This design comes from an exercise in tuning for small area and a short achievable clock period on the open sky130 flow, not from production work.
Function was checked by simulation only, so behaviour that the tests miss may differ from the original.

## flow/design.v (module list and top-level ports; edited modules follow where they fit)
// module fa: 9 lines
// module fir_direct_nom: 5959 lines
module fir_direct_nom (
    input              clk,
    input              rst,
    input  signed [4:0] in,
    output signed [4:0] out,
    input  [249:0]     tap_coeffs
);
  // ...
==> flow/flow/run.sh <==
#!/bin/bash
# ORFS layout (the standard.sh) in three calls:
#  1. synthesis to placement as standard, with plain buf_2 port buffers;
#  2. CTS and 3. routing to finish, with timing repair aimed at a setup
#     slack margin and at the worst paths only.
set -e
export BUFFER_PORTS_ARGS="-buffer_cell sky130_fd_sc_hd__buf_2"
bash standard.sh synth floorplan place > standard_place.log 2>&1
export SETUP_SLACK_MARGIN=7.4
export TNS_END_PERCENT=0
bash standard.sh cts > standard_cts.log 2>&1
bash standard.sh > standard_finish.log 2>&1
==> flow/standard.sh <==
#!/bin/bash
# synth_recipe.tcl (not shown) runs the flow's synth.tcl, then flattens the netlist and writes it again
# the make line also repeats each setting of config.mk as NAME=value (left out here)
make -C /OpenROAD-flow-scripts/flow DESIGN_CONFIG=/design/flow/config.mk WORK_HOME=/design/flow/orfs CLKGATE_MAP_FILE= SYNTH_SCRIPT=/design/flow/synth_recipe.tcl "${@:-finish}"
==> flow/config.mk <==
export PLATFORM = sky130hd
export DESIGN_NAME = fir_direct_nom
export DESIGN_NICKNAME = fir_direct_nom
export VERILOG_FILES = /design/flow/design.v
export SDC_FILE = /design/flow/constraint.sdc
export NUM_CORES = 4
export LEC_CHECK = 0
export CAP_MARGIN = 20
export CORE_MARGIN = 2
export CORE_UTILIZATION = 40
export CTS_BUF_LIST = sky130_fd_sc_hd__clkbuf_4 sky130_fd_sc_hd__clkbuf_8
export CTS_CLUSTER_DIAMETER = 50
export CTS_CLUSTER_SIZE = 16
export SLEW_MARGIN = 20
export SYNTH_HIERARCHICAL = 1
export SYNTH_MINIMUM_KEEP_SIZE = 0
==> flow/constraint.sdc <==
create_clock -name core_clock -period 12.0 [get_ports {clk}]
set_input_delay 2.4000 -clock core_clock [delete_from_list [all_inputs] [get_ports {clk}]]
set_output_delay 2.4000 -clock core_clock [all_outputs]
set_load 0.01 [all_outputs]
==> flow_summary.ini, run 1 <==
[clock_network]
h-tree-depth = 2
numCtsBuffers = 57

[layout]
stdcell_count = 4460
signal_buffers = 276
largestClassByArea = multi-input gates
multi_input_area_share_pct = 67.0
regArea_sq_mm = 0.00900
multiInputGateArea_sq_mm = 0.0277

[die]
io_pins = 262
fp-row-count = 110

[worst_setup_path]
cp_slowest_cell = fa_2
crit_chain = buf_2 > nor4_1 > and4_1 > nand3b_1 > fa_2 > fa_2 > fa_2 > fa_1 > fa_1
path_class = in2reg
rr_endpoint = sum_q[10]$_DFF_P_
worst_ep_required_time_ps = 12610

[status]
status = timing/DRC/antenna clean

[synth]
post-synth-top-count-cell = fa_1
ys_warn_count = 7

[timing]
tightestPinTransition_ps = 921

[hold_path]
min_from = v1$_DFF_PP0_
worstHoldPathType = reg2reg

[grt]
gr-usage-met1_pct = 35.9
first_global_vias = 27531

[route]
finalWirelength_microns = 127000
==> run 2, diff against run 1 <==
--- a/flow/config.mk
+++ b/flow/config.mk
@@ -9,6 +9,6 @@
 export CORE_MARGIN = 2
-export CORE_UTILIZATION = 40
-export CTS_BUF_LIST = sky130_fd_sc_hd__clkbuf_4 sky130_fd_sc_hd__clkbuf_8
-export CTS_CLUSTER_DIAMETER = 50
-export CTS_CLUSTER_SIZE = 16
+export CORE_UTILIZATION = 65
+export CTS_BUF_LIST = sky130_fd_sc_hd__clkbuf_8
+export CTS_CLUSTER_DIAMETER = 60
+export CTS_CLUSTER_SIZE = 20
 export SLEW_MARGIN = 20
==> flow_summary.ini, run 2 <==
[synth]
synth-edff-count = 0
postSynthAreaPerCell_sq_um = 12.6
async_flop_share_pct = 63.7
ys_seq_elements = 388
netlist_top_cells_count = fa_1, nand2_1, dfrtp_1
synth_nets = 4199
yosysUniqueCellTypes = 35
yosysTopAreaCell = fa_1
synth_area_sq_mm = 0.0364
syn_inst = 2900
ys_warn_count = 7
ys_seq_area_share_pct = 24.7
synth_area_leaders = fa_1, dfrtp_1, nand2_1
synth_flop_cell = dfrtp_1
post-synth-top-count-cell = fa_1
yosysTopAreaCellShare_pct = 56.7

[timing]
clock_skew_ps = 60.3
setup_viol = 0
max_clock_freq_ghz = 0.192
finalCritPeriodShare_pct = 43.4
relSlewSlack_pct = 32.4
rsz0062_at_grt = yes
slew_violations = 0
whs_ps = 370
final.setup.worst_slack_ps = 6790
hold_violations = 0
tightestPinTransition_ps = 1010
fin_setup_tns_ps = 0
fin_crit_ps = 5210

[clock_network]
clk_latency_ps = 700
ctsRootBufferMaster = clkbuf_8
clock_path_buffers = 3
path_clk_slew_ps = 120
cts_tree = done
cts_sinks = 388
h-tree-depth = 2
numCtsBuffers = 43
hold_buffers = 0

[hold_path]
worstHoldPathType = reg2reg
whs_path_depth = 0

[layout]
regArea_sq_mm = 0.00900
final_nets = 4509
reg.largest.list = sr x245, ra x130, sum_q x11
multiInputGateArea_sq_mm = 0.0277
layout_common_cells = nand2_1, fa_1, dfrtp_1
syn2layout_area_growth_pct = 10.9
final_common_cell = nand2_1
largest_reg_flops = 245
largest-register = sr
final.fill_count = 3827
layout-drive-gt1-share_pct = 14.6

[die]
die_w_microns = 241
core_area_sq_mm = 0.0553
start_util_pct = 65.9
fp-row-count = 86
io_pins = 262
die_y_microns = 241
die_area_sq_mm = 0.0580

[placement]
numPortBuffers = 261
gp_congestion = 1.05
dpl.hpwl_microns = 105000
place_ws_ps = 5880

[worst_setup_path]
worst_ep_required_time_ps = 12600
cp_slowest_cell = fa_2
crit_chain = buf_2 > nor4_1 > and4_1 > nand3b_1 > fa_1 > fa_2 > fa_2 > fa_1 > fa_1
cp.depth = 9
worst_setup_path_end_kind = flop
max_stage_delay_ps = 690
worst-endpoint-arrival_ps = 5800
crit_path_start_kind = input pin
path_buf_inv = 1
reg2regPathDepth = 13
path_class = in2reg
cp_max_fo = 5
critPathTopFamily = adder cells
path_common_cell = fa_1

[grt]
overflow = 0
antenna_found_initial = 3
grt_max_degree = 72
grt_pass1_wl_microns = 179000
first_global_vias = 27701
gr-usage-all-layers_pct = 44.5

[route]
route.antenna.remaining_nets = 0
post_drt_wl_per_cell_microns = 30.1
first_pass_iters = 6
route.detailed.drc = 0
vias = 25824
drt_first_iter_violations = 3475
finalWirelength_microns = 120000
viasPerCell = 6.47

[flow_run]
maxCapViolations = 0

[status]
status = timing/DRC/antenna clean
==> run 2: timing repair <==
item                                    in CTS  in global routing
gates resized for setup                    155                 15
cloned                                       0                  0
setup buffers                                2                  0
endpoints found under the setup margin     130                133
endpoints found under the hold margin        0                  0
pin swaps                                   95                 14
==> run 2: worst paths after layout <==
path,slack [ps],startpoint,endpoint
worst max-delay path,6790,tap_coeffs[80],ra[94]$_DFF_P_
worst min-delay path,370,v1$_DFF_PP0_,v2$_DFF_PP0_
worst max register to register,6880,ra[84]$_DFF_P_,sum_q[10]$_DFF_P_
worst min register to register,370,v1$_DFF_PP0_,v2$_DFF_PP0_
max in group asynchronous,8130,rst,sr[159]$_DFF_PP0_
min in group asynchronous,1710,rst,sr[3]$_DFF_PP0_
==> run 2: cells by family after synthesis <==
family                   Yosys count  synth area share, %
XOR/XNOR                           8                0.192
buffers and inverters             60                0.622
other                              1               0.0103
flip-flops                       388                 24.7
AND/OR/NAND/NOR                 1274                 15.5
AO/OA/AOI/OAI                    126                 1.91
adder cells (fa/ha/maj)         1042                 57.0
multiplexers                       1               0.0275
==> run 2: area by class of cell <==
class / count / area share, %
multi-input cells: 2452 / 68.7
flip-flops and latches: 388 / 22.3
repair buffers: 266 / 3.58
well taps: 748 / 2.32
clock buffers: 46 / 1.57
clock inverters: 32 / 0.985
inverters: 59 / 0.567
diodes: 2 / 0.0124
==> run 2: metal layers <==
metal / GRT usage (%) / vias up / part of all wire [%]
li1: - / 9977 / -
met1: 61.2 / 13597 / 36
met2: 69.2 / 1888 / 47
met3: 9.24 / 360 / 11
met4: 22.0 / 2 / 6.3
met5: 0 / - / 0.011
==> run 2: per-module statistics from Yosys, one instance, submodules excluded <==
module | cells | flops+latches | area (sq um) | copies in the design
fa | 1 | 0 | 20.0 | 1031
fir_direct_nom | 1869 | 388 | 15800 | 1
==> run 2: metrics by stage <==
step	cell area, sq um	util [%]	instances
3_5_place_dp	38700	70.0	3911
5_1_grt	40400	73.0	3993
6_report	40400	73.0	3993
2_1_floorplan	36400	-	2900
4_1_cts	40300	72.9	3991
3_3_place_gp	38700	70.0	3911
==> run 2: worst reg2reg max path, cell delays in order, from the launching register on <==
cell	delay, ps
dfxtp_1	360
fa_1	570
fa_1	430
fa_1	520
fa_1	470
fa_1	390
fa_1	500
fa_1	550
inv_1	60
ha_2	400
and3_4	230
a2111oi_1	50
a211oi_1	250
o311ai_0	180
==> run 3, diff against run 2 <==
--- a/flow/config.mk
+++ b/flow/config.mk
@@ -9,3 +9,3 @@
 export CORE_MARGIN = 2
-export CORE_UTILIZATION = 65
+export CORE_UTILIZATION = 40
 export CTS_BUF_LIST = sky130_fd_sc_hd__clkbuf_8
==> flow_summary.ini, run 3 <==
[clock_network]
h-tree-depth = 2
path_clk_slew_ps = 90
clock_path_buffers = 3
cts_sinks = 388
ctsRootBufferMaster = clkbuf_8
cts_tree = done
numCtsBuffers = 45
hold_buffers = 0
clk_latency_ps = 700

[status]
status = timing/DRC/antenna clean

[grt]
first_global_vias = 27398
grt_max_degree = 68
overflow = 0
gr-usage-all-layers_pct = 27.8
antenna_found_initial = 4
grt_pass1_wl_microns = 185000

[placement]
gp_congestion = 1.00
place_ws_ps = 5850
placed_cell_area_sq_mm = 0.0392
place_inst = 4339
numPortBuffers = 261
dpl.hpwl_microns = 110000

[layout]
layout_common_cells = fa_1, nand2_1, buf_2
stdcell_count = 4430
syn2layout_area_growth_pct = 11.7
largest-register = sr
layout-drive-gt1-share_pct = 12.3
final.fill_count = 8275
reg.largest.list = sr x245, ra x130, sum_q x11
final_nets = 4514
largest_reg_flops = 245
fin_util_pct = 45.1
final_common_cell = fa_1
design_area_sq_mm = 0.0407

[synth]
async_flop_share_pct = 63.7
netlist_top_cells_count = fa_1, nand2_1, dfrtp_1
syn_inst = 2900
post-synth-top-count-cell = fa_1
yosysTopAreaCell = fa_1
ys_warn_count = 7
ys_seq_area_share_pct = 24.7
synth-edff-count = 0
synth_nets = 4199
synth_flop_cell = dfrtp_1
synth_area_leaders = fa_1, dfrtp_1, nand2_1
ys_seq_elements = 388
postSynthAreaPerCell_sq_um = 12.6
synth_area_sq_mm = 0.0364
yosysUniqueCellTypes = 35
yosysTopAreaCellShare_pct = 56.7

[timing]
max_clock_freq_ghz = 0.190
slew_violations = 0
clock_skew_ps = 36.7
fin_crit_ps = 5280
final.setup.worst_slack_ps = 6720
finalCritPeriodShare_pct = 44.0
relSlewSlack_pct = 38.3
whs_ps = 362
fin_setup_tns_ps = 0
rsz0062_at_grt = yes
tightestPinTransition_ps = 925
setup_viol = 0
hold_violations = 0

[route]
finalWirelength_microns = 126000
first_pass_iters = 7
route.detailed.drc = 0
viasPerCell = 5.58
post_drt_wl_per_cell_microns = 28.4
drt_first_iter_violations = 2551
route.antenna.remaining_nets = 0
vias = 24712

[worst_setup_path]
max_stage_delay_ps = 690
cp_slowest_cell = fa_2
worst_setup_path_end_kind = flop
worst_ep_required_time_ps = 12570
crit_chain = buf_2 > nor4_4 > and4_4 > nand3b_1 > fa_1 > fa_2 > fa_2 > fa_1 > fa_1
cp_max_fo = 5
path_common_cell = fa_1
path_class = in2reg
crit_path_start_kind = input pin
worst-endpoint-arrival_ps = 5840

[die]
io_pins = 262
die_area_sq_mm = 0.0935
die_w_microns = 306
core_area_sq_mm = 0.0901
die_y_microns = 306
start_util_pct = 40.4
fp-row-count = 110

[flow_run]
maxCapViolations = 0

[hold_path]
worstHoldPathType = reg2reg
## run 3: path summary, 6_finish.rpt
kind | slack (ps) | cells after the start | from | endpoint
hold / removal | 360 | 0 | v1$_DFF_PP0_ | v2$_DFF_PP0_
setup reg to reg | 6840 | 12 | ra[55]$_DFF_P_ | sum_q[10]$_DFF_P_
hold reg to reg | 360 | 0 | v1$_DFF_PP0_ | v2$_DFF_PP0_
setup / recovery | 6720 | 9 | tap_coeffs[125] | ra[94]$_DFF_P_
max in group asynchronous | 8200 | 4 | rst | sr[141]$_DFF_PP0_
min in group asynchronous | 1710 | 2 | rst | sr[43]$_DFF_PP0_
## run 3: layout make-up
| type | count | area, sq um | area share (%) |
|---|---|---|---|
| sequential | 388 | 9000 | 22.1 |
| antenna | 2 | 5.00 | 0.0123 |
| timing repair buffer | 269 | 1420 | 3.49 |
| tap | 1176 | 1470 | 3.62 |
| clock buffer | 54 | 743 | 1.83 |
| multi-input combinational | 2452 | 27400 | 67.5 |
| inverter | 59 | 229 | 0.563 |
| clock inverter | 30 | 360 | 0.886 |
## run 3: timing repair
| action | in CTS | in global routing |
|---|---|---|
| resized for setup | 32 | 39 |
| buffers inserted | 5 | 0 |
| pin swaps | 23 | 27 |
| endpoints found under the setup margin | 122 | 133 |
| gates cloned | 0 | 0 |
## run 3: cells by family after synthesis
family | synth area share [%]
buffers and inverters | 0.622
XOR/XNOR | 0.192
other | 0.0103
multiplexers | 0.0275
adder cells (fa/ha/maj) | 57.0
flip-flops | 24.7
AND/OR/NAND/NOR | 15.5
AO/OA/AOI/OAI | 1.91
## run 3: Yosys stat by module, one instance, submodules excluded
module          times used  area [sq um]
fa                    1031          20.0
fir_direct_nom           1         15800
## run 3: routing by layer
metal	up-vias	part of all wire, %	track usage (%)	routed length, microns
met2	1134	49	46.1	62100
li1	9971	-	-	-
met3	210	8.3	6.21	10500
met1	13395	38	35.8	47600
met5	-	0.010	0	13
met4	2	4.4	10.5	5540
## run 3: critical path, delay by kind of cell
| kind | cells | cell delay, ps |
|---|---|---|
| simple gates | 3 | 660 |
| buf+inv | 1 | 150 |
| fa+ha+maj | 5 | 2630 |

[re-timing with driven ports]
How much do the figures lean on ideal ports? The routed layouts below were timed once more, with nothing changed but the port constraints. Step 1, drivers: a clkbuf_16 drives clk and a buf_2 each remaining input, both assumed. Step 2, shift: input delay + t, output delay - t, t = (earliest + latest rising clock arrival at the registers) / 2. This alone moves slack from input paths to output paths. Slacks: ideal / step 1 / step 2; pairs: ideal / step 1.
run	t (ns)	slack for setup (ns)	hold slack, ns	worst setup path after step 2
run 1	0.780	6.763 / 6.804 / 6.024	0.361 / 0.361 / 0.361	input to register
run 2	0.734	6.791 / 6.825 / 6.091	0.370 / 0.370 / 0.370	input to register
run 3	0.740	6.724 / 6.761 / 6.020	0.362 / 0.362 / 0.362	input to register
After both steps setup and hold are still met in every run listed. The setup slack of run 1, which loses most, moves by +0.041 ns with the drivers and by -0.739 ns with both steps.
